Source: an optimization exercise on an open RTL-to-GDS flow (aim: small area and a short achievable clock period). Production flows keep margins and buffers that such runs may drop.
At most, simulation tests tie the RTL to the original design; equivalence was not proved.
For runs 5 and 6, only the layout was checked, not whether the RTL still works.

File: design.v
module Decoder (
input  wire [1:0] IN ,
output wire [3:0] OUT
);
assign OUT = 4'b0001 << IN;
endmodule
module ARITHMETIC_UNIT (
input  wire [15:0] A ,
input  wire [15:0] B ,
input  wire [3:0]  ALU_FUNC ,
input  wire        Arith_enable ,
input  wire        CMP_enable ,
output reg  [31:0] Arith_OUT ,
output wire [1:0]  CMP_OUT
);
wire sub = ALU_FUNC[0] | ALU_FUNC[3];
wire [15:0] s;
wire        co;
ADDSUB16 u_add (.A(A), .B(B), .sub(sub), .S(s), .CO(co));
CMP_UNIT u_cmp (.ge(co), .zero(~|s), .ALU_FUNC(ALU_FUNC[1:0]),
                .CMP_enable(CMP_enable), .CMP_OUT(CMP_OUT));
wire [31:0] p;
MUL16 u_mul (.A(A), .B(B), .P(p));
wire [15:0] q;
DIV16 u_div (.A(A), .B(B), .Q(q));
always @(*) begin
  Arith_OUT = 32'b0;
  if (Arith_enable)
    case (ALU_FUNC[1:0])
      2'b00: Arith_OUT = {15'b0, co, s};
      2'b01: Arith_OUT = {{16{~co}}, s};
      2'b10: Arith_OUT = p;
      default: Arith_OUT = {16'b0, q};
    endcase
end
endmodule
module ADDSUB16 (
input  wire [15:0] A ,
input  wire [15:0] B ,
input  wire        sub ,
output wire [15:0] S ,
output wire        CO
);
wire [15:0] b = B ^ {16{sub}};
wire [16:0] c;
assign c[0] = sub;
genvar j;
generate for (j = 0; j < 16; j = j + 1) begin : g_bit
  assign S[j]   = A[j] ^ b[j] ^ c[j];
  assign c[j+1] = (A[j] & b[j]) | (A[j] & c[j]) | (b[j] & c[j]);
end endgenerate
assign CO = c[16];
endmodule
module DIV16 (
input  wire [15:0] A ,
input  wire [15:0] B ,
output wire [15:0] Q
);
function automatic [5:0] topq (input [5:0] x);
  case (x)
    6'd0: topq = 6'd56;
    6'd1: topq = 6'd0;
    6'd2: topq = 6'd0;
    6'd3: topq = 6'd0;
    6'd4: topq = 6'd0;
    6'd5: topq = 6'd0;
    6'd6: topq = 6'd0;
    6'd7: topq = 6'd0;
    6'd8: topq = 6'd57;
    6'd9: topq = 6'd8;
    6'd10: topq = 6'd1;
    6'd11: topq = 6'd1;
    6'd12: topq = 6'd1;
    6'd13: topq = 6'd1;
    6'd14: topq = 6'd1;
    6'd15: topq = 6'd1;
    6'd16: topq = 6'd58;
    6'd17: topq = 6'd16;
    6'd18: topq = 6'd8;
    6'd19: topq = 6'd2;
    6'd20: topq = 6'd2;
    6'd21: topq = 6'd2;
    6'd22: topq = 6'd2;
    6'd23: topq = 6'd2;
    6'd24: topq = 6'd59;
    6'd25: topq = 6'd24;
    6'd26: topq = 6'd9;
    6'd27: topq = 6'd8;
    6'd28: topq = 6'd3;
    6'd29: topq = 6'd3;
    6'd30: topq = 6'd3;
    6'd31: topq = 6'd3;
    6'd32: topq = 6'd60;
    6'd33: topq = 6'd32;
    6'd34: topq = 6'd16;
    6'd35: topq = 6'd9;
    6'd36: topq = 6'd8;
    6'd37: topq = 6'd4;
    6'd38: topq = 6'd4;
    6'd39: topq = 6'd4;
    6'd40: topq = 6'd61;
    6'd41: topq = 6'd40;
    6'd42: topq = 6'd17;
    6'd43: topq = 6'd10;
    6'd44: topq = 6'd9;
    6'd45: topq = 6'd8;
    6'd46: topq = 6'd5;
    6'd47: topq = 6'd5;
    6'd48: topq = 6'd62;
    6'd49: topq = 6'd48;
    6'd50: topq = 6'd24;
    6'd51: topq = 6'd16;
    6'd52: topq = 6'd10;
    6'd53: topq = 6'd9;
    6'd54: topq = 6'd8;
    6'd55: topq = 6'd6;
    6'd56: topq = 6'd63;
    6'd57: topq = 6'd56;
    6'd58: topq = 6'd25;
    6'd59: topq = 6'd17;
    6'd60: topq = 6'd11;
    6'd61: topq = 6'd10;
    6'd62: topq = 6'd9;
    6'd63: topq = 6'd8;
    default: topq = 6'd0;
  endcase
endfunction
wire [16:0] bz;
assign bz[16] = 1'b1;
genvar i, j;
generate for (j = 15; j >= 1; j = j - 1) begin : g_bz
  assign bz[j] = bz[j+1] & ~B[j];
end endgenerate
assign bz[0] = 1'b0;
wire [15:0] nb = ~B;
wire [15:0] rem [0:16];
wire [5:0] tq = topq({A[15:13], B[2:0]});
assign Q[15:13] = bz[3] ? tq[5:3] : 3'd0;
assign rem[13] = {13'b0, bz[3] ? tq[2:0] : A[15:13]};
generate for (i = 12; i >= 0; i = i - 1) begin : g_row
  localparam W = 16 - i;
  wire [15:0] tw = {rem[i+1][14:0], A[i]};
  wire [W-1:0] t = tw[W-1:0];
  reg  [W-1:0] g, p, d;
  reg  [W:0]   c;
  integer k, s;
  always @(*) begin
    p = t | nb[W-1:0];
    g = t & nb[W-1:0];
    g[0] = p[0];                   
    for (s = 1; s < W; s = s * 2)
      for (k = 0; k < W; k = k + 1)
        if ((k & s) != 0) begin
          g[k] = g[k] | (p[k] & g[(k & ~(2*s-1)) + s - 1]);
          p[k] = p[k] & p[(k & ~(2*s-1)) + s - 1];
        end
    c = {g, 1'b1};                 
    d = B[W-1:0] ~^ c[W-1:0];
  end
  assign Q[i] = c[W] & bz[W];
  if (W < 16) begin : g_r
    assign rem[i] = {{(16-W){1'b0}}, t ^ ({W{Q[i]}} & d)};
  end else begin : g_r
    assign rem[i] = 16'b0;
  end
end endgenerate
endmodule
module MUL16 (
input  wire [15:0] A ,
input  wire [15:0] B ,
output wire [31:0] P
);
wire [15:0] s [0:15];
wire [15:0] c [0:15];
assign s[0] = A & {16{B[0]}};
assign c[0] = 16'b0;
assign P[0] = s[0][0];
genvar j, k;
generate for (j = 1; j < 16; j = j + 1) begin : g_row
  for (k = 0; k < 16; k = k + 1) begin : g_cell
    wire x = A[k] & B[j];
    wire y = (k == 15) ? 1'b0 : s[j-1][(k == 15) ? 0 : k+1];
    wire z = c[j-1][k];
    assign {c[j][k], s[j][k]} = x + y + z;
  end
  assign P[j] = s[j][0];
end endgenerate
assign P[31:16] = {1'b0, s[15][15:1]} + c[15];
endmodule
module LOGIC_UNIT (
input  wire [15:0] A ,
input  wire [15:0] B ,
input  wire [1:0]  ALU_FUNC ,
input  wire        Logic_enable ,
output wire [15:0] Logic_OUT
);
wire [15:0] r = (ALU_FUNC[0] ? (A | B) : (A & B)) ^ {16{ALU_FUNC[1]}};
assign Logic_OUT = Logic_enable ? r : 16'b0;
endmodule
module SHIFT_UNIT (
input  wire [15:0] A ,
input  wire [15:0] B ,
input  wire [1:0]  ALU_FUNC ,
input  wire        Shift_enable ,
output wire [15:0] Shift_OUT
);
wire [15:0] x = ALU_FUNC[1] ? B : A;
wire [15:0] r = ALU_FUNC[0] ? {x[14:0], 1'b0} : {1'b0, x[15:1]};
assign Shift_OUT = Shift_enable ? r : 16'b0;
endmodule
module CMP_UNIT (
input  wire       ge ,
input  wire       zero ,
input  wire [1:0] ALU_FUNC ,
input  wire       CMP_enable ,
output wire [1:0] CMP_OUT
);
wire eq = zero;
wire lt = ~ge;
wire gt = ge & ~zero;
reg [1:0] r;
always @(*)
  case (ALU_FUNC)
    2'b00: r = 2'b00;
    2'b01: r = {1'b0, eq};
    2'b10: r = {gt, 1'b0};
    default: r = {lt, lt};
  endcase
assign CMP_OUT = CMP_enable ? r : 2'b00;
endmodule
module ALU_TOP
#( parameter OP_DATA_WIDTH = 16 ,
             Arith_OUT_WIDTH = OP_DATA_WIDTH + OP_DATA_WIDTH ,
             Logic_OUT_WIDTH = OP_DATA_WIDTH ,
             Shift_OUT_WIDTH = OP_DATA_WIDTH ,
             CMP_OUT_WIDTH = 3
)
(
input  wire [OP_DATA_WIDTH-1:0]    A   ,
input  wire [OP_DATA_WIDTH-1:0]    B   ,
input  wire [3:0]                  ALU_FUNC ,
input  wire                        CLK ,
input  wire                        RST ,
output reg  [Arith_OUT_WIDTH-1:0]  Arith_OUT,
output wire                        Carry_OUT,
output reg                         Arith_Flag,
output reg  [Logic_OUT_WIDTH-1:0]  Logic_OUT,
output reg                         Logic_Flag,
output reg  [Shift_OUT_WIDTH-1:0]  Shift_OUT,
output reg                         Shift_Flag,
output wire [CMP_OUT_WIDTH-1:0]    CMP_OUT,
output reg                         CMP_Flag
);
wire CMP_enable, Shift_enable, Logic_enable, Arith_enable;
Decoder U0 (
.IN(ALU_FUNC[3:2]),
.OUT({Shift_enable,CMP_enable,Logic_enable,Arith_enable})
);
wire [31:0] arith_d;
wire [15:0] logic_d, shift_d;
wire [1:0]  cmp_d;
ARITHMETIC_UNIT U0_ARITHMETIC_UNIT (
.A(A), .B(B), .ALU_FUNC(ALU_FUNC), .Arith_enable(Arith_enable),
.CMP_enable(CMP_enable), .Arith_OUT(arith_d), .CMP_OUT(cmp_d)
);
LOGIC_UNIT U0_LOGIC_UNIT (
.A(A), .B(B), .ALU_FUNC(ALU_FUNC[1:0]), .Logic_enable(Logic_enable),
.Logic_OUT(logic_d)
);
SHIFT_UNIT U0_SHIFT_UNIT (
.A(A), .B(B), .ALU_FUNC(ALU_FUNC[1:0]), .Shift_enable(Shift_enable),
.Shift_OUT(shift_d)
);
reg [1:0] cmp_q;
always @(posedge CLK or negedge RST)
  if (!RST) begin
    Arith_OUT  <= 32'b0;
    Arith_Flag <= 1'b0;
    Logic_OUT  <= 16'b0;
    Logic_Flag <= 1'b0;
    Shift_OUT  <= 16'b0;
    Shift_Flag <= 1'b0;
    cmp_q      <= 2'b0;
    CMP_Flag   <= 1'b0;
  end else begin
    Arith_OUT  <= arith_d;
    Arith_Flag <= Arith_enable;
    Logic_OUT  <= logic_d;
    Logic_Flag <= Logic_enable;
    Shift_OUT  <= shift_d;
    Shift_Flag <= Shift_enable;
    cmp_q      <= cmp_d;
    CMP_Flag   <= CMP_enable;
  end
assign Carry_OUT = Arith_OUT[16];
assign CMP_OUT = {1'b0, cmp_q};
endmodule
File: constraint.sdc
create_clock -name core_clock -period 106.0 [get_ports {CLK}]
set_input_delay 21.2000 -clock core_clock [delete_from_list [all_inputs] [get_ports {CLK}]]
set_output_delay 21.2000 -clock core_clock [all_outputs]
set_load 0.01 [all_outputs]
File: run.sh
#!/bin/bash
# synth_recipe.tcl (not shown) runs the flow's synth.tcl, then flattens the netlist and writes it again
# the make line also repeats each setting of config.mk as NAME=value (left out here)
make -C /OpenROAD-flow-scripts/flow DESIGN_CONFIG=/design/flow/config.mk WORK_HOME=/design/flow/orfs CLKGATE_MAP_FILE= SYNTH_SCRIPT=/design/flow/synth_recipe.tcl finish
File: config.mk
export PLATFORM = sky130hd
export DESIGN_NAME = ALU_TOP
export DESIGN_NICKNAME = ALU_TOP
export VERILOG_FILES = /design/flow/design.v
export SDC_FILE = /design/flow/constraint.sdc
export NUM_CORES = 4
export LEC_CHECK = 0
export ABC_AREA = 1
export CAP_MARGIN = 20
export CORE_MARGIN = 2
export CORE_UTILIZATION = 70
export PLACE_DENSITY = 0.85
export SLEW_MARGIN = 20
==> impl_metrics.tcl, run 1 <==
set metrics [dict create \
    outcome "timing/DRC/antenna clean" \
    holdWs_ns 21.02 \
    first_pass_iters 9 \
    min_path_type "input port to asynchronous set/reset pin" \
    syn_nets 3162 \
    synthAdderAreaFrac_pct 27.2 \
    seq_area_frac_synth_pct 9.50 \
    fp-row-count 59 \
    critical_path.slowest_cell "inv_1" \
    drt_wl_total_um 61700 \
    cts_hold_buffers 0 \
    die_y_um 166 \
    drive_above_1_share_pct 7.24 \
    synth_compound_area_share_pct 7.54 \
    cp.buffers_inverters 5 \
    synthMuxAreaShare_pct 0 \
    port_buffers 108 \
    crit_path_frequent_cell "nand2_1" \
    grt_max_degree 71 \
    antenna_found_initial 1 \
    fin_cells 3207 \
    async_reset_ff_share_pct 100 \
    hold_viol_final 0 \
    clock-root-buffer "clkbuf_16" \
    syn_to_final_growth_pct 6.81 \
    drc 0 \
    design.core.area_um2 26000 \
    post_cts.repair.setup_buffers 0 \
    ctsResizeCount 0 \
    worst_pin_slew_ns 1.17 \
    hpwl_um 43900 \
    yosysMostFrequentCell "nand2_1" \
    end_kind "flop" \
    cts_buffers 9 \
    finish.instance_area_um2 19700 \
    crit_required_ns 106.21 \
    worst_setup_path_start_kind "input port" \
    synth_simple_gate_area_share_pct 40.8 \
    synth_cell_types 63 \
    yosysTopAreaCell "fa_1" \
    critPathTopFamily "simple AND/OR/NAND/NOR gates" \
    place_inst 3191 \
    fillCellCount 2020 \
    grt_overflow 0 \
    cp.arrival_ns 37.28 \
    grt_pass1_wl_um 97900 \
    max_freq_mhz 27.0 \
    yosys_warnings 5 \
    fin_crit_sh_pct 35.0 \
    synth_top_family_by_area "simple AND/OR/NAND/NOR gates" \
    cts_tree "yes" \
    synth_seq_cells 70 \
    synth_cells 2859 \
    slew_viol_final 0 \
    first_global_vias 19500 \
    n_antenna_cell 0 \
    die_w_um 166 \
    relSlewSlack_pct 20.8 \
    synthXorXnorAreaFrac_pct 2.38 \
    synthTopCellsByArea "fa_1 (25%), nand2_1 (21%), dfrtp_1 (9.5%)" \
    clockBufferDepth 2 \
    synth_edf_count 0 \
    gp_congestion 1.00 \
    path_class "input port to flop" \
    grt_use_total_pct 44.5 \
    ys.flop_type "dfrtp_1" \
    path_clk_slew_ns 0.07 \
    nets 3170 \
    setup-violations-final 0 \
    fin_tns_setup_ns 0 \
    avgViaCountPerCell 6.23 \
    finish.utilization_pct 75.8 \
    cpPeakStageDelay_ns 0.62 \
    die_area_um2 27700 \
    post_synth_most_frequent_cells "nand2_1 (1,030), inv_1 (353), nand3_1 (311), fa_1 (226), nor2_1 (156)" \
    synthesis.area_um2 18400 \
    final_antenna_net_count 0 \
    cts_sinks 70 \
    io-pin-count 110 \
    maxCapViolations 0 \
    syn_avg_cell_area_um2 6.45 \
    start_util_pct 71.0 \
    setup_ws_ns 68.94 \
    cp_max_fo 23 \
    wl_per_cell_um 19.2 \
    drt_first_iter_violations 2600 \
    dp_slack_ns 69.07 \
    yosysTopAreaCellShare_pct 24.5 \
    cts.htree.levels 3 \
    placed_cell_area_um2 19400 \
    post-route-min-period_ns 37.06 \
    rsz0062_at_grt "false" \
    vias 20000 \
]
sequential cells by signal (all words and copies together) (netlist names):
name,flops
Shift_Flag,1
cmp_q,2
CMP_Flag,1
Logic_Flag,1
Arith_Flag,1
Arith_OUT,32
Shift_OUT,16
Logic_OUT,16
final timing paths:
path / slack (ns) / cells after the start / start / to
min: 21.02 / 1 / RST / Arith_OUT[20]
min in group core_clock: 21.51 / 2 / ALU_FUNC[2] / CMP_Flag
max in group asynchronous: 84.36 / 1 / RST / Shift_OUT[3]
max: 68.94 / 120 / B[12] / Arith_OUT[0]
layout by cell type, fill, tap and decap left out, types with 18 or more instances in the layout:
cell type / synthesis / final
o22ai_1: 18 / 18
ha_1: 39 / 39
clkdlybuf4s50_1: 0 / 102
o21ai_0: 82 / 82
a21oi_1: 54 / 54
inv_2: 29 / 29
dfrtp_1: 70 / 70
nand2_2: 40 / 40
buf_4: 15 / 38
nand4_1: 80 / 80
nor2_1: 156 / 155
xor2_1: 50 / 50
nand2_1: 1030 / 1030
fa_1: 226 / 226
inv_1: 353 / 353
nand3_1: 311 / 311
o21ai_1: 20 / 20
logic make-up after synthesis:
group,after synthesis
other,1
and+or+nand+nor,1694
adders and majority gates,265
AOI/OAI and AO/OA,230
buffers and inverters,549
DFF,70
xor gates and xnor gates,50
routing by layer:
metal / up-vias / share of wire [%] / GRT usage [%]
met1: 9247 / 34 / 54.5
met5: - / 0 / 0
met4: 0 / 7.6 / 28.7
met2: 1412 / 45 / 71.8
met3: 381 / 13 / 9.18
li1: 8953 / - / -
area by class of cell:
cell class	instances	area (µm²)	share of cell area, %
clock inverters	6	68.8	0.349
inverters	401	1530	7.75
repair buffers	145	1330	6.76
multi-input cells	2240	14400	73.0
clock buffers	10	229	1.16
flip-flops and latches	70	1750	8.90
well taps	335	419	2.13
==> inputs of run 2 (changes only) <==
==> flow/run.sh (new file) <==
#!/bin/bash
# The standard layout, except that the port buffers are plain buffers
# (buf_4 on inputs, buf_2 on outputs) instead of ORFS's default delay cells.
set -euo pipefail
here=$(pwd)
export BUFFER_PORTS_ARGS="-buffer_cell sky130_fd_sc_hd__buf_2"
export PRE_RESIZE_TCL="$here/flow/port_buffers.tcl"
bash standard.sh > "$here/standard_flow.log" 2>&1
==> flow/port_buffers.tcl (new file) <==
# Before repair_design: input port buffers drive the operands' large fanout,
# so make them buf_4; output port buffers stay buf_2.
set n 0
foreach inst [get_cells input*] {
  if {[get_property $inst ref_name] == "sky130_fd_sc_hd__buf_2"} {
    replace_cell $inst sky130_fd_sc_hd__buf_4
    incr n
  }
}
puts "port_buffers.tcl: $n input port buffers made buf_4"
==> standard.sh (new file) <==
#!/bin/bash
# synth_recipe.tcl (not shown) runs the flow's synth.tcl, then flattens the netlist and writes it again
# the make line also repeats each setting of config.mk as NAME=value (left out here)
make -C /OpenROAD-flow-scripts/flow DESIGN_CONFIG=/design/flow/config.mk WORK_HOME=/design/flow/orfs CLKGATE_MAP_FILE= SYNTH_SCRIPT=/design/flow/synth_recipe.tcl "${@:-finish}"
removed: run.sh
==> run 2 against run 1 <==
Effect of this change: still clean; routed wire length shrank 3.1%; maximum frequency is 1.2% higher; synthesized area stayed put; worst hold slack got worse by 0.025 ns; first-iteration DRC count is 15% lower; core utilization shrank 2.1 points; sequential cell count is the same; clock-buffer cell count is 1 lower; via count shrank 1.2%; critical endpoint unchanged; highest routed layer is now met5.
==> impl_metrics.tcl, run 2 <==
set metrics [dict create \
    cts_hold_buffers 0 \
    yosys_warnings 5 \
    drive_above_1_share_pct 10.2 \
    post_cts.repair.setup_buffers 0 \
    grt_use_total_pct 43.5 \
    post_synth_most_frequent_cells "nand2_1 (1,030), inv_1 (353), nand3_1 (311), fa_1 (226), nor2_1 (156)" \
    cts_tree "yes" \
    syn_nets 3162 \
    hold_viol_final 0 \
    yosysMostFrequentCell "nand2_1" \
    cpPeakStageDelay_ns 0.58 \
    die_w_um 166 \
    setup-violations-final 0 \
    io-pin-count 110 \
    first_pass_iters 8 \
    synth_simple_gate_area_share_pct 40.8 \
    synthMuxAreaShare_pct 0 \
    yosysTopAreaCell "fa_1" \
    max_freq_mhz 27.3 \
    largest_registers "Arith_OUT: 32 flops, Logic_OUT: 16 flops, Shift_OUT: 16 flops" \
    die_area_um2 27700 \
    synth_edf_count 0 \
    grt_overflow 0 \
    min_path_type "input port to asynchronous set/reset pin" \
    synthXorXnorAreaFrac_pct 2.38 \
    syn_avg_cell_area_um2 6.45 \
    cts.htree.levels 3 \
    cp.arrival_ns 36.84 \
    worst_setup_path_start_kind "input port" \
    avgViaCountPerCell 6.19 \
    vias 19700 \
    fin_tns_setup_ns 0 \
    relSlewSlack_pct 32.9 \
    fillCellCount 2200 \
    antenna_found_initial 0 \
    final_antenna_net_count 0 \
    path_class "input port to flop" \
    die_y_um 166 \
    nets 3149 \
    critPathTopFamily "simple AND/OR/NAND/NOR gates" \
    seq_area_frac_synth_pct 9.50 \
    synthesis.area_um2 18400 \
    mostFrequentLayoutCells "nand2_1 (1,030), inv_1 (352), nand3_1 (311), fa_1 (226), nor2_1 (156)" \
    synth_cell_types 63 \
    async_reset_ff_share_pct 100 \
    syn_to_final_growth_pct 3.85 \
    clockBufferDepth 2 \
    clock-root-buffer "clkbuf_16" \
    fin_crit_sh_pct 34.5 \
    maxCapViolations 0 \
    crit_required_ns 106.22 \
    ys.flop_type "dfrtp_1" \
    gp_congestion 0.980 \
    synthTopCellsByArea "fa_1 (25%), nand2_1 (21%), dfrtp_1 (9.5%)" \
    port_buffers 108 \
    yosysTopAreaCellShare_pct 24.5 \
    end_kind "flop" \
    design.core.area_um2 26000 \
    cp_max_fo 39 \
    layout_commonest_cell "nand2_1" \
    grt_pass1_wl_um 96500 \
    slew_viol_final 0 \
    largest_reg_flops 32 \
    first_global_vias 19500 \
    hpwl_um 42600 \
    synthAdderAreaFrac_pct 27.2 \
    outcome "timing/DRC/antenna clean" \
    drt_wl_total_um 59800 \
    synth_seq_cells 70 \
    top_register "Arith_OUT" \
    cts_buffers 9 \
    crit_path_frequent_cell "nand2_1" \
    path_clk_slew_ns 0.07 \
    start_util_pct 71.0 \
    fp-row-count 59 \
    rsz0062_at_grt "false" \
    synth_cells 2859 \
    cts_sinks 70 \
    drt_first_iter_violations 2213 \
    wl_per_cell_um 18.8 \
    synth_compound_area_share_pct 7.54 \
    grt_max_degree 71 \
    worst_pin_slew_ns 1.00 \
    cp.buffers_inverters 6 \
    drc 0 \
    post-route-min-period_ns 36.62 \
    synth_top_family_by_area "simple AND/OR/NAND/NOR gates" \
    critical_path.slowest_cell "inv_1" \
    ctsResizeCount 0 \
]
-- run 2: kinds of logic after synthesis --
kind of cell    after synthesis
compound gates              230
xor+xnor                     50
fa+ha+maj                   265
buf+inv                     549
flops                        70
other cells                   1
simple gates               1694
-- run 2: worst max-delay path by stage --
stage	from	slack [ns]	cells after the start	end
CTS	B[0]	69.85	123	Arith_OUT[0]
global route	B[0]	67.61	123	Arith_OUT[0]
detailed placement	B[0]	69.53	123	Arith_OUT[0]
finish	B[0]	69.38	123	Arith_OUT[0]
global placement	B[0]	69.83	123	Arith_OUT[0]
floorplan	B[0]	73.37	130	Arith_OUT[0]
-- run 2: metrics by stage --
step	setup slack (ns)	util (%)	cell area, µm²	hold WS [ns]	std cells
floorplan	73.37	-	18400	20.90	2859
global placement	69.83	72.1	18700	21.38	3170
detailed placement	69.53	72.4	18800	21.39	3170
CTS	69.85	73.7	19100	21.01	3186
global route	67.61	73.7	19100	21.06	3186
finish	69.38	73.7	19100	21.00	3188
-- run 2: layout make-up --
class | instances | area (µm²) | share of cell area (%)
sequential | 70 | 1750 | 9.15
multi-input combinational | 2240 | 14400 | 75.0
clock buffer | 9 | 225 | 1.18
clock inverter | 7 | 103 | 0.536
timing repair buffer | 124 | 753 | 3.93
antenna | 2 | 5.00 | 0.0261
inverter | 401 | 1530 | 7.97
tap | 335 | 419 | 2.19
-- run 2: routing by layer --
layer / global-route usage (%) / wire [µm] / part of all wire, % / up-vias
li1: - / - / - / 8915
met1: 54.5 / 21800 / 36 / 9165
met2: 69.6 / 26800 / 45 / 1296
met3: 9.22 / 6950 / 12 / 367
met4: 26.2 / 4280 / 7.2 / 2
met5: 1.22 / 44 / 0.074 / -
==> inputs of run 3 (changes only) <==
--- a/config.mk
+++ b/config.mk
@@ -7,7 +7,8 @@
 export LEC_CHECK = 0
 export ABC_AREA = 1
-export CAP_MARGIN = 20
+export CAP_MARGIN = 70
 export CORE_MARGIN = 2
 export CORE_UTILIZATION = 70
+export CTS_BUF_LIST = sky130_fd_sc_hd__clkbuf_8
 export PLACE_DENSITY = 0.85
-export SLEW_MARGIN = 20
+export SLEW_MARGIN = 70
==> run 3 against run 2 <==
Effect of this change: sequential cell count is the same; maximum frequency grew 2.3%; die area is the same; critical endpoint unchanged.
==> impl_metrics.tcl, run 3 <==
set metrics [dict create \
    cp.buffers_inverters 8 \
    grt_overflow 0 \
    cp.arrival_ns 36.07 \
    die_area_um2 27700 \
    setup_ws_ns 70.20 \
    clock-root-buffer "clkbuf_8" \
    fin_tns_setup_ns 0 \
    largest_reg_flops 32 \
    cts_buffers 9 \
    syn_avg_cell_area_um2 6.45 \
    drive_above_1_share_pct 10.9 \
    die_y_um 166 \
    cp_max_fo 29 \
    placed_cell_area_um2 18900 \
    io-pin-count 110 \
    hpwl_um 43200 \
    cts_hold_buffers 0 \
    syn_to_final_growth_pct 4.02 \
    max_freq_mhz 27.9 \
    worst_setup_path_start_kind "input port" \
    nets 3152 \
    fin_cells 3189 \
    yosysTopAreaCell "fa_1" \
    post_cts.repair.setup_buffers 0 \
    wl_per_cell_um 18.6 \
    design.core.area_um2 26000 \
    top_register "Arith_OUT" \
    place_inst 3173 \
    cts_sinks 70 \
    synthTopCellsByArea "fa_1 (25%), nand2_1 (21%), dfrtp_1 (9.5%)" \
    min_path_type "input port to asynchronous set/reset pin" \
    end_kind "flop" \
    post-route-min-period_ns 35.80 \
    drc 0 \
    path_clk_slew_ns 0.10 \
    maxCapViolations 0 \
    multiInputGateArea_um2 14400 \
    critPathTopFamily "simple AND/OR/NAND/NOR gates" \
    async_reset_ff_share_pct 100 \
    ctsResizeCount 0 \
    yosys_warnings 5 \
    seq_area_um2 1750 \
    cts_tree "yes" \
    die_w_um 166 \
    n_antenna_cell 0 \
    rsz0062_at_grt "false" \
    critical_path.slowest_cell "inv_2" \
    start_util_pct 71.0 \
    slew_viol_final 0 \
    drt_wl_total_um 59500 \
    yosysMostFrequentCell "nand2_1" \
    antenna_found_initial 1 \
    port_buffers 108 \
    drt_first_iter_violations 2289 \
    path_class "input port to flop" \
    yosysTopAreaCellShare_pct 24.5 \
    mostFrequentLayoutCells "nand2_1 (1,026), inv_1 (341), nand3_1 (311), fa_1 (226), nor2_1 (156)" \
    grt_pass1_wl_um 95500 \
    first_global_vias 19200 \
    setup-violations-final 0 \
    seq_area_frac_synth_pct 9.50 \
    finish.instance_area_um2 19200 \
    finish.utilization_pct 73.8 \
    first_pass_iters 10 \
    ys.flop_type "dfrtp_1" \
    grt_max_degree 47 \
    cpPeakStageDelay_ns 0.35 \
    syn_nets 3162 \
    final_antenna_net_count 0 \
    fillCellCount 2157 \
    hold_viol_final 0 \
    post_synth_most_frequent_cells "nand2_1 (1,030), inv_1 (353), nand3_1 (311), fa_1 (226), nor2_1 (156)" \
    synth_cell_types 63 \
    grt_use_total_pct 43.0 \
    fp-row-count 59 \
    outcome "timing/DRC/antenna clean" \
    clockBufferDepth 2 \
    crit_required_ns 106.27 \
    fin_crit_sh_pct 33.8 \
    gp_congestion 0.980 \
    synth_cells 2859 \
    avgViaCountPerCell 6.17 \
    largest_registers "Arith_OUT: 32 flops, Logic_OUT: 16 flops, Shift_OUT: 16 flops" \
    synthesis.area_um2 18400 \
    cts.htree.levels 3 \
    layout_commonest_cell "nand2_1" \
    vias 19700 \
    dp_slack_ns 70.06 \
    synth_edf_count 0 \
    synth_seq_cells 70 \
    crit_path_frequent_cell "nand2_1" \
]
-- run 3: cell types whose count changed in the layout (fill, tap and decap cells not counted), moves of 4 or more --
cell and change:
clkbuf_8 +13, inv_1 -11, nand2_1 -4, buf_6 +9, inv_2 +5, clkbuf_16 -9
nand2_2 +4, inv_4 +5, buf_4 -13
-- run 3: worst max path at each step --
stage	start	end	cells past startpoint
floorplan	B[0]	Arith_OUT[0]	130
detailed placement	B[11]	Arith_OUT[0]	124
global placement	B[0]	Arith_OUT[0]	123
finish	B[11]	Arith_OUT[0]	124
CTS	B[11]	Arith_OUT[0]	124
global route	B[11]	Arith_OUT[0]	119
-- run 3: layout make-up --
type,instances,share of cell area [%]
Tap cell,335,2.19
Timing Repair Buffer,127,4.52
Inverter,401,8.06
Clock inverter,7,0.411
Multi-Input combinational cell,2240,75.0
Sequential cell,70,9.13
Clock buffer,9,0.646
-- run 3: cell families (layout without fill, tap and decap cells) --
family	count (synthesis)	count (layout)	synth area share (%)
AND/OR/NAND/NOR	1694	1694	40.8
buffers and inverters	549	544	12.6
adder cells (fa/ha/maj)	265	265	27.2
AO/OA/AOI/OAI	230	230	7.54
flip-flops	70	70	9.50
XOR/XNOR	50	50	2.38
other	1	1	0.0203
-- run 3: metrics by stage --
stage	hold slack [ns]
2_1_floorplan	20.90
3_3_place_gp	21.38
3_5_place_dp	21.15
4_1_cts	20.74
5_1_grt	20.75
6_report	20.74
-- run 3: layer usage --
layer / part of all wire, % / GRT usage, %
met5: 0 / 0
met2: 45 / 69.9
met1: 36 / 54.9
met3: 12 / 7.75
met4: 6.6 / 23.7
==> inputs of run 4 (changes only) <==
==> flow/port_buffers.tcl (replaced) <==
# Before repair_design: input port buffers drive the operands' large fanout,
# so make them buf_4; output port buffers stay buf_2.
set n 0
foreach port [get_ports -filter "direction == input"] {
  set net [get_nets -of_objects $port]
  foreach pin [get_pins -of_objects $net -filter "direction == input"] {
    set inst [get_cells -of_objects $pin]
    if {[get_property $inst ref_name] == "sky130_fd_sc_hd__buf_2"} {
      replace_cell $inst sky130_fd_sc_hd__buf_4
      incr n
    }
  }
}
puts "port_buffers.tcl: $n input port buffers made buf_4"
--- a/config.mk
+++ b/config.mk
@@ -7,8 +7,7 @@
 export LEC_CHECK = 0
 export ABC_AREA = 1
-export CAP_MARGIN = 70
+export CAP_MARGIN = 20
 export CORE_MARGIN = 2
 export CORE_UTILIZATION = 70
-export CTS_BUF_LIST = sky130_fd_sc_hd__clkbuf_8
 export PLACE_DENSITY = 0.85
-export SLEW_MARGIN = 70
+export SLEW_MARGIN = 20
==> run 4 against run 3 <==
Effect of this change: synthesized area did not move; the run now fails in placement repair (3_4_place_resized); synthesized cell count did not move.
==> impl_metrics.tcl, run 4 <==
set metrics [dict create \
    outcome "stopped before the end" \
    haltStage "placement repair (3_4_place_resized)" \
    error_line "[ERROR STA-0100] unsupported object type Port." \
    yosysTopAreaCell "fa_1" \
    synth_compound_area_share_pct 7.54 \
    async_reset_ff_share_pct 100 \
    synthAdderAreaFrac_pct 27.2 \
    syn_avg_cell_area_um2 6.45 \
    gp_congestion 0.980 \
    synth_top_family_by_area "simple AND/OR/NAND/NOR gates" \
    synth_seq_cells 70 \
    synthesis.area_um2 18400 \
    synthTopCellsByArea "fa_1 (25%), nand2_1 (21%), dfrtp_1 (9.5%)" \
    syn_nets 3162 \
    seq_area_frac_synth_pct 9.50 \
    die_y_um 166 \
    start_util_pct 71.0 \
    yosys_warnings 5 \
    io-pin-count 110 \
    die_w_um 166 \
    synth_cells 2859 \
    synth_edf_count 0 \
    yosysTopAreaCellShare_pct 24.5 \
    ys.flop_type "dfrtp_1" \
    fp-row-count 59 \
    synth_cell_types 63 \
    yosysMostFrequentCell "nand2_1" \
    port_buffers 108 \
    post_synth_most_frequent_cells "nand2_1 (1,030), inv_1 (353), nand3_1 (311), fa_1 (226), nor2_1 (156)" \
    synth_simple_gate_area_share_pct 40.8 \
    synthMuxAreaShare_pct 0 \
    synthXorXnorAreaFrac_pct 2.38 \
]
[run 4: cell counts after synthesis]
Identical to the previous run, type by type.
[run 4: kinds of logic after synthesis]
group | after synthesis
AND/OR/NAND/NOR | 1694
XOR/XNOR | 50
adder cells (fa/ha/maj) | 265
flip-flops | 70
buffers and inverters | 549
other | 1
AO/OA/AOI/OAI | 230
[run 4: worst max path at each step]
| stage | from | to | slack (ns) | depth (start not counted) |
|---|---|---|---|---|
| after floorplan | B[0] | Arith_OUT[0] | 73.37 | 130 |
| after global placement | B[0] | Arith_OUT[0] | 69.83 | 123 |
[run 4: through the flow]
stage          hold slack, ns  std cells  worst slack [ns]  instance area (µm²)
2_1_floorplan           20.90       2859             73.37                18400
3_3_place_gp            21.38       3170             69.83                18700
==> inputs of run 5 (changes only) <==
--- a/design.v
+++ b/design.v
@@ -151,7 +151,13 @@
     for (s = 1; s < W; s = s * 2)
       for (k = 0; k < W; k = k + 1)
-        if ((k & s) != 0) begin
-          g[k] = g[k] | (p[k] & g[(k & ~(2*s-1)) + s - 1]);
-          p[k] = p[k] & p[(k & ~(2*s-1)) + s - 1];
+        if ((k + 1) % (2 * s) == 0) begin
+          g[k] = g[k] | (p[k] & g[k-s]);
+          p[k] = p[k] & p[k-s];
+        end
+    for (s = 8; s >= 1; s = s / 2)
+      for (k = 0; k < W; k = k + 1)
+        if (((k + 1) % (2 * s) == s) && (k + 1 > 2 * s)) begin
+          g[k] = g[k] | (p[k] & g[k-s]);
+          p[k] = p[k] & p[k-s];
         end
     c = {g, 1'b1};                 
--- a/flow/run.sh
+++ b/flow/run.sh
@@ -1,5 +1,5 @@
 #!/bin/bash
 # The standard layout, except that the port buffers are plain buffers
-# (buf_4 on inputs, buf_2 on outputs) instead of ORFS's default delay cells.
+# (buf_4 on inputs, buf_1 on outputs) instead of ORFS's default delay cells.
 set -euo pipefail
 here=$(pwd)
==> flow/port_buffers.tcl (replaced) <==
# Runs before repair_design. buffer_ports put a buf_2 on every port: input
# port buffers drive the operands' large fanout, so make them buf_4; output
# port buffers drive only the port, so make them buf_1.
set n_in 0
set n_out 0
foreach inst [get_cells input*] {
  if {[get_property $inst ref_name] == "sky130_fd_sc_hd__buf_2"} {
    replace_cell $inst sky130_fd_sc_hd__buf_4
    incr n_in
  }
}
foreach inst [get_cells output*] {
  if {[get_property $inst ref_name] == "sky130_fd_sc_hd__buf_2"} {
    replace_cell $inst sky130_fd_sc_hd__buf_1
    incr n_out
  }
}
puts "port_buffers.tcl: $n_in input port buffers made buf_4, $n_out output port buffers made buf_1"
--- a/config.mk
+++ b/config.mk
@@ -7,7 +7,8 @@
 export LEC_CHECK = 0
 export ABC_AREA = 1
-export CAP_MARGIN = 20
+export CAP_MARGIN = 70
 export CORE_MARGIN = 2
 export CORE_UTILIZATION = 70
+export CTS_BUF_LIST = sky130_fd_sc_hd__clkbuf_8
 export PLACE_DENSITY = 0.85
-export SLEW_MARGIN = 20
+export SLEW_MARGIN = 70
==> run 5 against run 4 <==
Effect of this change: the run now finishes clean; synthesized area down 2.6%; synthesized cell count down 5.0%.
==> impl_metrics.tcl, run 5 <==
set metrics [dict create \
    synth_seq_cells 70 \
    port_buffers 108 \
    min_path_type "input port to asynchronous set/reset pin" \
    yosysMostFrequentCell "nand2_1" \
    cp.arrival_ns 36.76 \
    outcome "timing/DRC/antenna clean" \
    end_kind "flop" \
    cts.htree.levels 3 \
    design.core.area_um2 25200 \
    grt_use_total_pct 43.7 \
    max_freq_mhz 27.4 \
    syn_avg_cell_area_um2 6.61 \
    fillCellCount 2053 \
    first_pass_iters 6 \
    cts_buffers 9 \
    cts_tree "yes" \
    synth_cells 2717 \
    first_global_vias 17800 \
    final_antenna_net_count 0 \
    fin_tns_setup_ns 0 \
    drive_above_1_share_pct 9.40 \
    synthTopCellsByArea "fa_1 (25%), nand2_1 (19%), dfrtp_1 (9.8%)" \
    routed-wl-met3_um 7450 \
    die_y_um 164 \
    clock-root-buffer "clkbuf_8" \
    place_inst 3035 \
    gp_congestion 1.00 \
    critical_path.slowest_cell "nor2_4" \
    top_register "Arith_OUT" \
    fin_crit_sh_pct 34.4 \
    drt_wl_total_um 57100 \
    post_cts.repair.setup_buffers 0 \
    worst_setup_path_start_kind "input port" \
    crit_path_frequent_cell "nand2_1" \
    ys.flop_type "dfrtp_1" \
    yosys_warnings 5 \
    post-route-min-period_ns 36.44 \
    cp_max_fo 24 \
    yosysTopAreaCell "fa_1" \
    hpwl_um 42100 \
    syn_to_final_growth_pct 4.68 \
    die_w_um 164 \
    fp-row-count 58 \
    path_class "input port to flop" \
    mostFrequentLayoutCells "nand2_1 (916), inv_1 (310), nand3_1 (279), fa_1 (226), nor2_1 (167)" \
    crit_required_ns 106.32 \
    setup-violations-final 0 \
    io-pin-count 110 \
    post_synth_most_frequent_cells "nand2_1 (919), inv_1 (316), nand3_1 (279), fa_1 (226), nor2_1 (171)" \
    nets 3021 \
    rsz0062_at_grt "false" \
    async_reset_ff_share_pct 100 \
    avgViaCountPerCell 6.10 \
    met1_length_um 20800 \
    syn_nets 3020 \
    wl_per_cell_um 18.7 \
    slew_viol_final 0 \
    seq_area_frac_synth_pct 9.76 \
    drc 0 \
    start_util_pct 71.3 \
    largest_registers "Arith_OUT: 32 flops, Logic_OUT: 16 flops, Shift_OUT: 16 flops" \
    antenna_found_initial 1 \
    topRoutingLayerUsed "met4" \
    maxCapViolations 0 \
    layout_commonest_cell "nand2_1" \
    grt_overflow 0 \
    grt_pass1_wl_um 91100 \
    route.met2.wl_um 25500 \
    ctsResizeCount 0 \
    synth_edf_count 0 \
    clockBufferDepth 2 \
    cts_sinks 70 \
    drt_first_iter_violations 2134 \
    yosysTopAreaCellShare_pct 25.2 \
    path_clk_slew_ns 0.10 \
    cts_hold_buffers 0 \
    cpPeakStageDelay_ns 0.34 \
    hold_viol_final 0 \
    fin_cells 3053 \
    synth_cell_types 61 \
    multiInputGateArea_um2 14200 \
    seq_area_um2 1750 \
    n_antenna_cell 0 \
    largest_reg_flops 32 \
    grt_max_degree 49 \
    die_area_um2 26900 \
    synthesis.area_um2 18000 \
    vias 18600 \
]
-- run 5: layout make-up --
type                    instances  area share, %
clock buffers                  10          0.732
multi-input cells            2144           75.5
clock inverters                 6          0.326
well taps                     330           2.20
repair buffers                138           4.75
flip-flops and latches         70           9.32
inverters                     355           7.15
-- run 5: worst max-delay path: cells and delay by family --
family	cells	cell delay, ns
AND/OR/NAND/NOR	102	12.58
AO/OA/AOI/OAI	8	1.42
buffers and inverters	8	0.91
XOR/XNOR	2	0.59
-- run 5: cell families (layout without fill, tap and decap cells) --
group,after synthesis,in the layout,share of synthesized area [%]
other,1,1,0.0209
XOR/XNOR,78,78,3.85
adder cells (fa/ha/maj),265,265,27.9
AND/OR/NAND/NOR,1579,1579,39.5
buffers and inverters,503,509,11.6
flip-flops,70,70,9.76
AO/OA/AOI/OAI,221,221,7.34
-- run 5: layer usage --
metal,up-vias,GRT usage [%]
met1,8610,57.0
li1,8512,-
met2,1240,68.5
met4,0,22.0
met5,-,0
met3,252,9.87
-- run 5: worst paths after layout --
| kind | startpoint | to | slack (ns) | cells after the start |
|---|---|---|---|---|
| max in group asynchronous | RST | Shift_OUT[9] | 84.75 | 3 |
| worst max-delay path | B[14] | Arith_OUT[0] | 69.56 | 120 |
| min in group core_clock | ALU_FUNC[2] | CMP_Flag | 21.04 | 2 |
| worst min-delay path | RST | Logic_OUT[1] | 20.63 | 1 |
-- run 5: through the flow --
step	hold WS [ns]	utilization, %	setup slack [ns]	instance area [µm²]
floorplan	20.90	-	72.95	18000
CTS	20.63	74.4	69.98	18700
global placement	21.38	72.8	69.30	18300
finish	20.63	74.6	69.56	18800
detailed placement	21.04	73.6	69.63	18500
global route	20.64	74.6	67.98	18800
==> inputs of run 6 (changes only) <==
--- a/config.mk
+++ b/config.mk
@@ -9,6 +9,6 @@
 export CAP_MARGIN = 70
 export CORE_MARGIN = 2
-export CORE_UTILIZATION = 70
+export CORE_UTILIZATION = 80
 export CTS_BUF_LIST = sky130_fd_sc_hd__clkbuf_8
-export PLACE_DENSITY = 0.85
+export PLACE_DENSITY = 0.9
 export SLEW_MARGIN = 70
==> run 6 against run 5 <==
Effect of this change: still clean on timing, DRC and antenna; synthesized area stayed put; clock-buffer cell count unchanged; via count grew 7.8%; critical path type unchanged; largest cell class unchanged.
==> impl_metrics.tcl, run 6 <==
set metrics [dict create \
    outcome "timing/DRC/antenna clean" \
    route.met2.wl_um 27000 \
    path_clk_slew_ns 0.10 \
    crit_path_frequent_cell "nand2_1" \
    n_antenna_cell 0 \
    syn_avg_cell_area_um2 6.61 \
    synthAdderAreaFrac_pct 27.9 \
    design.core.area_um2 22000 \
    hpwl_um 43800 \
    synth_cells 2717 \
    fillCellCount 1341 \
    synthTopCellsByArea "fa_1 (25%), nand2_1 (19%), dfrtp_1 (9.8%)" \
    critical_path.slowest_cell "xor2_1" \
    synthMuxAreaShare_pct 0 \
    nets 3016 \
    ys.flop_type "dfrtp_1" \
    largest_reg_flops 32 \
    hold_viol_final 0 \
    critPathTopFamily "simple AND/OR/NAND/NOR gates" \
    drive_above_1_share_pct 9.24 \
    finish.utilization_pct 84.9 \
    rsz0062_at_grt "false" \
    vias 20100 \
    ctsResizeCount 0 \
    cts_hold_buffers 0 \
    synth_compound_area_share_pct 7.34 \
    drt_first_iter_violations 3411 \
    first_pass_iters 10 \
    cts.htree.levels 3 \
    post-route-min-period_ns 36.79 \
    top_register "Arith_OUT" \
    antenna_found_initial 1 \
    path_depth 111 \
    die_y_um 154 \
    path_class "input port to flop" \
    min_path_type "input port to asynchronous set/reset pin" \
    avgViaCountPerCell 6.69 \
    syn_nets 3020 \
    fp-row-count 54 \
    wl_per_cell_um 21.3 \
    cp.arrival_ns 37.12 \
    met1_length_um 20100 \
    topRoutingLayerUsed "met4" \
    cts_sinks 70 \
    slew_viol_final 0 \
    yosysTopAreaCellShare_pct 25.2 \
    drt_wl_total_um 63900 \
    maxCapViolations 0 \
    mostFrequentLayoutCells "nand2_1 (915), inv_1 (310), nand3_1 (279), fa_1 (226), nor2_1 (167)" \
    worst_setup_path_start_kind "input port" \
    grt_max_degree 49 \
    final_antenna_net_count 0 \
    post_synth_most_frequent_cells "nand2_1 (919), inv_1 (316), nand3_1 (279), fa_1 (226), nor2_1 (171)" \
    grt_use_total_pct 55.0 \
    yosys_warnings 5 \
    first_global_vias 20400 \
    cts_tree "yes" \
    drc 0 \
    synth_seq_cells 70 \
    fin_crit_sh_pct 34.7 \
    cp_max_fo 24 \
    layout_commonest_cell "nand2_1" \
    io-pin-count 110 \
    async_reset_ff_share_pct 100 \
    grt_pass1_wl_um 101000 \
    synth_cell_types 61 \
    cpPeakStageDelay_ns 0.37 \
    synthXorXnorAreaFrac_pct 3.85 \
    synthesis.area_um2 18000 \
    start_util_pct 81.8 \
    seq_area_frac_synth_pct 9.76 \
    syn_to_final_growth_pct 3.85 \
    synth_top_family_by_area "simple AND/OR/NAND/NOR gates" \
    cts_buffers 9 \
    end_kind "flop" \
    yosysMostFrequentCell "nand2_1" \
    max_freq_mhz 27.2 \
    fin_tns_setup_ns 0 \
    cp.buffers_inverters 8 \
    clock-root-buffer "clkbuf_8" \
    largest_registers "Arith_OUT: 32 flops, Logic_OUT: 16 flops, Shift_OUT: 16 flops" \
    crit_required_ns 106.33 \
    grt_overflow 0 \
    setup-violations-final 0 \
    die_w_um 154 \
    startpoint "B[14]" \
    synth_edf_count 0 \
    gp_congestion 1.01 \
    die_area_um2 23700 \
    port_buffers 108 \
    post_cts.repair.setup_buffers 0 \
    clockBufferDepth 2 \
    synth_simple_gate_area_share_pct 39.5 \
    routed-wl-met3_um 10700 \
    yosysTopAreaCell "fa_1" \
]
## run 6: area by class of cell
cell class | instances | area (µm²) | share of cell area (%)
Clock inverter | 5 | 58.8 | 0.315
Sequential cell | 70 | 1750 | 9.39
Inverter | 355 | 1350 | 7.22
Clock buffer | 10 | 138 | 0.738
Multi-Input combinational cell | 2144 | 14200 | 76.1
Timing Repair Buffer | 133 | 816 | 4.37
Tap cell | 280 | 350 | 1.88
## run 6: how the worst max path moves through the flow
stage / end / slack, ns
detailed placement: Arith_OUT[0] / 69.55
floorplan: Arith_OUT[0] / 72.95
global route: Arith_OUT[0] / 67.95
global placement: Arith_OUT[0] / 69.39
finish: Arith_OUT[0] / 69.21
CTS: Arith_OUT[0] / 69.87
## run 6: per-stage QoR
| stage | cell area, µm² | instances | setup WS (ns) | hold slack (ns) |
|---|---|---|---|---|
| after floorplan | 18000 | 2717 | 72.95 | 20.90 |
| after detailed placement | 18400 | 2982 | 69.55 | 21.08 |
| final | 18600 | 2997 | 69.21 | 20.65 |
| after CTS | 18600 | 2997 | 69.87 | 20.66 |
| after global routing | 18600 | 2997 | 67.95 | 20.67 |
| after global placement | 18300 | 2980 | 69.39 | 21.36 |
## run 6: cell families after synthesis
family | Yosys count
adders and majority gates | 265
other | 1
xor gates and xnor gates | 78
and+or+nand+nor | 1579
buffers and inverters | 503
DFF | 70
AOI/OAI and AO/OA | 221
## run 6: per-layer routing
layer / up-vias / global-route usage (%)
met5: - / 1.04
met4: 0 / 43.9
met3: 654 / 20.1
met2: 1923 / 81.7
met1: 8984 / 64.5
li1: 8502 / -
==> inputs of run 7 (changes only) <==
--- a/design.v
+++ b/design.v
@@ -149,20 +149,16 @@
     g = t & nb[W-1:0];
     g[0] = p[0];                   
+    g[W-1] = g[W-1] & bz[W];
+    p[W-1] = p[W-1] & bz[W];
     for (s = 1; s < W; s = s * 2)
       for (k = 0; k < W; k = k + 1)
-        if ((k + 1) % (2 * s) == 0) begin
-          g[k] = g[k] | (p[k] & g[k-s]);
-          p[k] = p[k] & p[k-s];
-        end
-    for (s = 8; s >= 1; s = s / 2)
-      for (k = 0; k < W; k = k + 1)
-        if (((k + 1) % (2 * s) == s) && (k + 1 > 2 * s)) begin
-          g[k] = g[k] | (p[k] & g[k-s]);
-          p[k] = p[k] & p[k-s];
+        if ((k & s) != 0) begin
+          g[k] = g[k] | (p[k] & g[(k & ~(2*s-1)) + s - 1]);
+          p[k] = p[k] & p[(k & ~(2*s-1)) + s - 1];
         end
     c = {g, 1'b1};                 
     d = B[W-1:0] ~^ c[W-1:0];
   end
-  assign Q[i] = c[W] & bz[W];
+  assign Q[i] = c[W];
   if (W < 16) begin : g_r
     assign rem[i] = {{(16-W){1'b0}}, t ^ ({W{Q[i]}} & d)};
--- a/config.mk
+++ b/config.mk
@@ -9,6 +9,6 @@
 export CAP_MARGIN = 70
 export CORE_MARGIN = 2
-export CORE_UTILIZATION = 80
+export CORE_UTILIZATION = 70
 export CTS_BUF_LIST = sky130_fd_sc_hd__clkbuf_8
-export PLACE_DENSITY = 0.9
+export PLACE_DENSITY = 0.85
 export SLEW_MARGIN = 70
==> run 7 against run 6 <==
Effect of this change: core utilization shrank 12 points; die area up 16%; non-clock buffer count decreased by 8; synthesized area grew 1.5%; sequential share of layout area about the same; final cell count increased by 5.1%; first-iteration DRC count shrank 41%; setup slack improved by 1.3 ns; maximum frequency is 3.7% higher; critical endpoint unchanged; largest cell class unchanged.
==> impl_metrics.tcl, run 7 <==
set metrics [dict create \
    outcome "timing/DRC/antenna clean" \
    gp_congestion 0.995 \
    layout_commonest_cell "nand2_1" \
    n_antenna_cell 0 \
    finish.utilization_pct 72.4 \
    fin_cells 3149 \
    vias 19000 \
    fp-row-count 59 \
    synth_simple_gate_area_share_pct 40.3 \
    hold_viol_final 0 \
    drc 0 \
    syn_nets 3125 \
    mostFrequentLayoutCells "nand2_1 (1,029), nand3_1 (365), inv_1 (343), fa_1 (226), nor2_1 (126)" \
    synth_top_family_by_area "simple AND/OR/NAND/NOR gates" \
    top_register "Arith_OUT" \
    cts_buffers 9 \
    fin_crit_sh_pct 33.5 \
    antenna_found_initial 1 \
    end_kind "flop" \
    path_class "input port to flop" \
    synthXorXnorAreaFrac_pct 2.31 \
    place_inst 3133 \
    dp_slack_ns 70.31 \
    largest_registers "Arith_OUT: 32 flops, Logic_OUT: 16 flops, Shift_OUT: 16 flops" \
    nets 3112 \
    avgViaCountPerCell 6.03 \
    synthesis.area_um2 18200 \
    placed_cell_area_um2 18500 \
    cp_max_fo 31 \
    yosys_warnings 5 \
    grt_use_total_pct 42.2 \
    critPathTopFamily "simple AND/OR/NAND/NOR gates" \
    wl_per_cell_um 17.8 \
    crit_required_ns 106.31 \
    grt_pass1_wl_um 89900 \
    die_area_um2 27300 \
    cts.htree.levels 3 \
    synth_seq_cells 70 \
    multiInputGateArea_um2 14000 \
    hpwl_um 41700 \
    die_w_um 165 \
    synthMuxAreaShare_pct 0 \
    first_global_vias 18200 \
    maxCapViolations 0 \
    synth_edf_count 0 \
    max_freq_mhz 28.2 \
    slew_viol_final 0 \
    grt_max_degree 57 \
    async_reset_ff_share_pct 100 \
    cts_sinks 70 \
    path_clk_slew_ns 0.10 \
    syn_avg_cell_area_um2 6.46 \
    post_cts.repair.setup_buffers 0 \
    first_pass_iters 8 \
    seq_area_frac_synth_pct 9.61 \
    synthTopCellsByArea "fa_1 (25%), nand2_1 (21%), nand3_1 (10%)" \
    start_util_pct 70.5 \
    cts_tree "yes" \
    holdWs_ns 20.65 \
    yosysMostFrequentCell "nand2_1" \
    cp.buffers_inverters 7 \
    clock-root-buffer "clkbuf_8" \
    synth_cells 2822 \
    drt_first_iter_violations 2022 \
    cpPeakStageDelay_ns 0.37 \
    cp.arrival_ns 35.78 \
    io-pin-count 110 \
    cts_hold_buffers 0 \
    min_path_type "input port to asynchronous set/reset pin" \
    path_depth 118 \
    fin_tns_setup_ns 0 \
    die_y_um 165 \
    rsz0062_at_grt "false" \
    largest_reg_flops 32 \
    setup-violations-final 0 \
    post-route-min-period_ns 35.47 \
    ys.flop_type "dfrtp_1" \
    fillCellCount 2179 \
    grt_overflow 0 \
    worst_setup_path_start_kind "input port" \
    yosysTopAreaCell "fa_1" \
    ctsResizeCount 0 \
    post_synth_most_frequent_cells "nand2_1 (1,034), nand3_1 (365), inv_1 (349), fa_1 (226), nor2_1 (129)" \
    crit_path_frequent_cell "nand2_1" \
    drive_above_1_share_pct 8.17 \
    syn_to_final_growth_pct 2.69 \
    critical_path.slowest_cell "nor2_2" \
    seq_area_um2 1750 \
    yosysTopAreaCellShare_pct 24.8 \
    startpoint "B[12]" \
    synthAdderAreaFrac_pct 27.5 \
    final_antenna_net_count 0 \
    drt_wl_total_um 56000 \
    port_buffers 108 \
    synth_cell_types 53 \
    setup_ws_ns 70.53 \
    synth_compound_area_share_pct 6.44 \
    clockBufferDepth 2 \
    finish.instance_area_um2 18700 \
    design.core.area_um2 25800 \
]
-- run 7: changes by cell type after synthesis, moves of 28 or more --
cell	change
nand3_1	+86
nor2_1	-42
xor2_1	-28
nand2_1	+115
nand4_1	-45
inv_1	+33
-- run 7: cell families after synthesis --
group / after synthesis
adders and majority gates: 265
AOI/OAI and AO/OA: 206
buffers and inverters: 555
xor gates and xnor gates: 48
DFF: 70
and+or+nand+nor: 1677
other: 1
-- run 7: worst paths after layout --
path | endpoint | slack, ns
worst max-delay path | Arith_OUT[0] | 70.53
max in group asynchronous | Arith_OUT[9] | 84.85
min in group core_clock | CMP_Flag | 21.02
worst min-delay path | Logic_OUT[14] | 20.65
-- run 7: final cells by class --
type	count	area share (%)
clock inverters	6	0.281
inverters	406	8.51
repair buffers	125	4.02
multi-input cells	2197	74.9
flip-flops and latches	70	9.36
well taps	335	2.24
clock buffers	10	0.735
-- run 7: per-layer routing --
metal  part of all wire (%)  vias to the layer above  track usage (%)
met5                  0.027                        -                0
met4                    6.7                        2             25.9
met1                     37                     8823             53.0
li1                       -                     8748                -
met2                     45                     1142             65.8
met3                     12                      276             10.6
==> inputs of run 8 (changes only) <==
--- a/design.v
+++ b/design.v
@@ -138,5 +138,5 @@
 assign Q[15:13] = bz[3] ? tq[5:3] : 3'd0;
 assign rem[13] = {13'b0, bz[3] ? tq[2:0] : A[15:13]};
-generate for (i = 12; i >= 0; i = i - 1) begin : g_row
+generate for (i = 12; i >= 2; i = i - 1) begin : g_row
   localparam W = 16 - i;
   wire [15:0] tw = {rem[i+1][14:0], A[i]};
@@ -167,4 +167,40 @@
   end
 end endgenerate
+wire [15:0] T = {rem[2][13:0], A[1:0]};
+wire [17:0] b1 = {2'b00, B};
+wire [17:0] b2 = {1'b0, B, 1'b0};
+wire [17:0] b3;
+wire [17:0] b3c;
+assign b3[0]  = B[0];
+assign b3c[0] = 1'b0;
+generate for (j = 1; j < 18; j = j + 1) begin : g_b3
+  assign {b3c[j], b3[j]} = b1[j] + b2[j] + b3c[j-1];
+end endgenerate
+wire ge1, ge2, ge3;
+GE18 u_ge1 (.X({2'b00, T}), .Y(b1), .GE(ge1));
+GE18 u_ge2 (.X({2'b00, T}), .Y(b2), .GE(ge2));
+GE18 u_ge3 (.X({2'b00, T}), .Y(b3), .GE(ge3));
+assign Q[1] = ge2;
+assign Q[0] = ge3 | (ge1 & ~ge2);
+endmodule
+module GE18 (
+input  wire [17:0] X ,
+input  wire [17:0] Y ,
+output wire        GE
+);
+reg [17:0] g, p;
+integer k, s;
+always @(*) begin
+  p = X | ~Y;
+  g = X & ~Y;
+  g[0] = p[0];                     
+  for (s = 1; s < 18; s = s * 2)
+    for (k = 0; k < 18; k = k + 1)
+      if ((k & s) != 0) begin
+        g[k] = g[k] | (p[k] & g[(k & ~(2*s-1)) + s - 1]);
+        p[k] = p[k] & p[(k & ~(2*s-1)) + s - 1];
+      end
+end
+assign GE = g[17];
 endmodule
 module MUL16 (
==> run 8 against run 7 <==
Effect of this change: cell area decreased by 0.33%; setup slack improved by 0.51 ns; first-iteration DRC count increased by 7.1%; synthesized cell count decreased by 2.2%; sequential cell count unchanged; via count decreased by 1.6%; routed wire length increased by 1.6%; critical path depth decreased by 8; core utilization increased by 1.6 points; still clean on timing, DRC and antenna.
==> impl_metrics.tcl, run 8 <==
set metrics [dict create \
    grt_overflow 0 \
    drt_wl_total_um 56900 \
    relSlewSlack_pct 66.4 \
    critical_path.slowest_cell "nor2_2" \
    hpwl_um 42300 \
    die_y_um 164 \
    nets 3077 \
    drc 0 \
    drive_above_1_share_pct 7.16 \
    max_freq_mhz 28.6 \
    wl_per_cell_um 18.4 \
    slew_viol_final 0 \
    clockBufferDepth 2 \
    crit_path_frequent_cell "nand2_1" \
    top_register "Arith_OUT" \
    cts_tree "yes" \
    place_inst 3078 \
    grt_pass1_wl_um 90300 \
    worst_setup_path_start_kind "input port" \
    hold_viol_final 0 \
    crit_required_ns 106.30 \
    post-route-min-period_ns 34.96 \
    vias 18700 \
    fillCellCount 2115 \
    cts_hold_buffers 0 \
    start_util_pct 71.4 \
    syn_avg_cell_area_um2 6.51 \
    post_synth_most_frequent_cells "nand2_1 (981), nand3_1 (384), inv_1 (346), fa_1 (240), nor2_1 (142)" \
    fin_cells 3094 \
    yosysTopAreaCell "fa_1" \
    cts_buffers 9 \
    final_antenna_net_count 0 \
    dp_slack_ns 70.91 \
    maxCapViolations 0 \
    mostFrequentLayoutCells "nand2_1 (975), nand3_1 (384), inv_1 (340), fa_1 (240), nor2_1 (139)" \
    grt_max_degree 58 \
    worst_pin_slew_ns 0.499 \
    fin_tns_setup_ns 0 \
    port_buffers 108 \
    seq_area_frac_synth_pct 9.74 \
    post_cts.repair.setup_buffers 0 \
    clock-root-buffer "clkbuf_8" \
    cts_sinks 70 \
    avgViaCountPerCell 6.04 \
    die_area_um2 27000 \
    largest_reg_flops 32 \
    cp.arrival_ns 35.26 \
    synth_edf_count 0 \
    yosys_warnings 6 \
    io-pin-count 110 \
    gp_congestion 0.933 \
    yosysMostFrequentCell "nand2_1" \
    synth_cell_types 53 \
    setup_ws_ns 71.04 \
    synth_cells 2761 \
    largest_registers "Arith_OUT: 32 flops, Logic_OUT: 16 flops, Shift_OUT: 16 flops" \
    syn_nets 3079 \
    design.core.area_um2 25200 \
    fp-row-count 58 \
    fin_crit_sh_pct 33.0 \
    outcome "timing/DRC/antenna clean" \
    yosysTopAreaCellShare_pct 26.7 \
    min_path_type "input port to asynchronous set/reset pin" \
    async_reset_ff_share_pct 100 \
    cp.buffers_inverters 6 \
    first_global_vias 18000 \
    drt_first_iter_violations 2166 \
    antenna_found_initial 0 \
    end_kind "flop" \
    path_class "input port to flop" \
    layout_commonest_cell "nand2_1" \
    first_pass_iters 9 \
    die_w_um 164 \
    n_antenna_cell 0 \
    rsz0062_at_grt "false" \
    critPathTopFamily "simple AND/OR/NAND/NOR gates" \
    ys.flop_type "dfrtp_1" \
    syn_to_final_growth_pct 3.77 \
    grt_use_total_pct 43.2 \
    cts.htree.levels 3 \
    synth_seq_cells 70 \
    ctsResizeCount 0 \
    synthTopCellsByArea "fa_1 (27%), nand2_1 (20%), nand3_1 (11%)" \
    path_clk_slew_ns 0.10 \
    synthesis.area_um2 18000 \
    cpPeakStageDelay_ns 0.34 \
    setup-violations-final 0 \
    cp_max_fo 34 \
]
run 8: cell types whose count changed after synthesis, moves of 4 or more:
cell / before / now
buf_2: 24 / 20
buf_6: 26 / 20
clkbuf_1: 42 / 53
fa_1: 226 / 240
inv_2: 35 / 28
inv_6: 8 / 0
nand2_1: 1034 / 981
nand3_1: 365 / 384
nand3_2: 27 / 15
nand3b_1: 17 / 21
nand4_1: 36 / 25
nor2_1: 129 / 142
o21ai_0: 79 / 75
run 8: metal layers:
metal,track usage [%],part of all wire (%)
met1,54.9,37
met2,70.1,46
met3,9.44,12
met4,21.3,5.2
met5,0,0
run 8: cell families (layout without fill, tap and decap cells):
logic type | after synthesis | after routing | share of synthesized area (%)
other cells | 1 | 1 | 0.0209
compound gates | 202 | 202 | 6.39
xor+xnor | 49 | 49 | 2.39
simple gates | 1630 | 1630 | 39.2
fa+ha+maj | 280 | 280 | 29.5
buf+inv | 529 | 532 | 12.7
flops | 70 | 70 | 9.74
run 8: area by class of cell:
cell class	instances	area, µm²	area share (%)
Multi-Input combinational cell	2162	14000	75.2
Sequential cell	70	1750	9.39
Inverter	385	1460	7.81
Timing Repair Buffer	131	806	4.32
Tap cell	330	413	2.21
Clock buffer	10	138	0.738
Clock inverter	6	68.8	0.369
run 8: worst paths after layout:
| kind | from | end | slack, ns | cells after the start |
|---|---|---|---|---|
| setup / recovery | B[11] | Arith_OUT[0] | 71.04 | 110 |
| max in group asynchronous | RST | Shift_OUT[7] | 84.73 | 3 |
| min in group core_clock | ALU_FUNC[2] | CMP_Flag | 21.07 | 2 |
| hold / removal | RST | Arith_OUT[16] | 20.77 | 2 |
run 8: through the flow:
step | util (%) | cell area (µm²) | hold WS (ns)
4_1_cts | 73.9 | 18600 | 20.77
2_1_floorplan | - | 18000 | 20.90
3_3_place_gp | 72.5 | 18300 | 21.44
6_report | 74.1 | 18700 | 20.77
5_1_grt | 74.1 | 18700 | 20.79
3_5_place_dp | 73.1 | 18400 | 21.18

==> separate check: timing with driven ports <==
In the flow no input, the clock included, has a driving cell. The finished layouts below were timed again as built, in two steps. Step 1 sets driving cells, clkbuf_16 on the clock port and buf_2 on the other inputs (assumed; they add their load-dependent delay and slew). Step 2 adds t to the input delays and takes it off the output delays; t is the mean of the earliest and latest rising clock arrival at the registers after step 1. Input paths then give back, and output paths get back, about the clock's delay inside the block. Three values: no drivers, after step 1, after step 2; two values: the first two.
run | t, ns | setup slack, ns | worst hold slack (ns) | worst setup path at the end
run 1 | 0.391 | 68.938 / 68.959 / 68.568 | 21.024 / 21.018 / 21.409 | input to register
run 2 | 0.391 | 69.382 / 69.398 / 69.007 | 20.998 / 20.984 / 21.375 | input to register
run 3 | 0.412 | 70.195 / 70.211 / 69.799 | 20.737 / 20.761 / 21.173 | input to register
run 5 | 0.407 | 69.558 / 69.569 / 69.162 | 20.634 / 20.656 / 21.063 | input to register
run 6 | 0.437 | 69.206 / 69.225 / 68.788 | 20.653 / 20.664 / 21.101 | input to register
run 7 | 0.418 | 70.532 / 70.544 / 70.125 | 20.648 / 20.666 / 21.084 | input to register
run 8 | 0.401 | 71.043 / 71.050 / 70.648 | 20.768 / 20.765 / 21.166 | input to register
After both steps setup and hold are still met in every run listed. The setup slack of run 6, which loses most, moves by +0.019 ns with the drivers and by -0.418 ns with both steps.
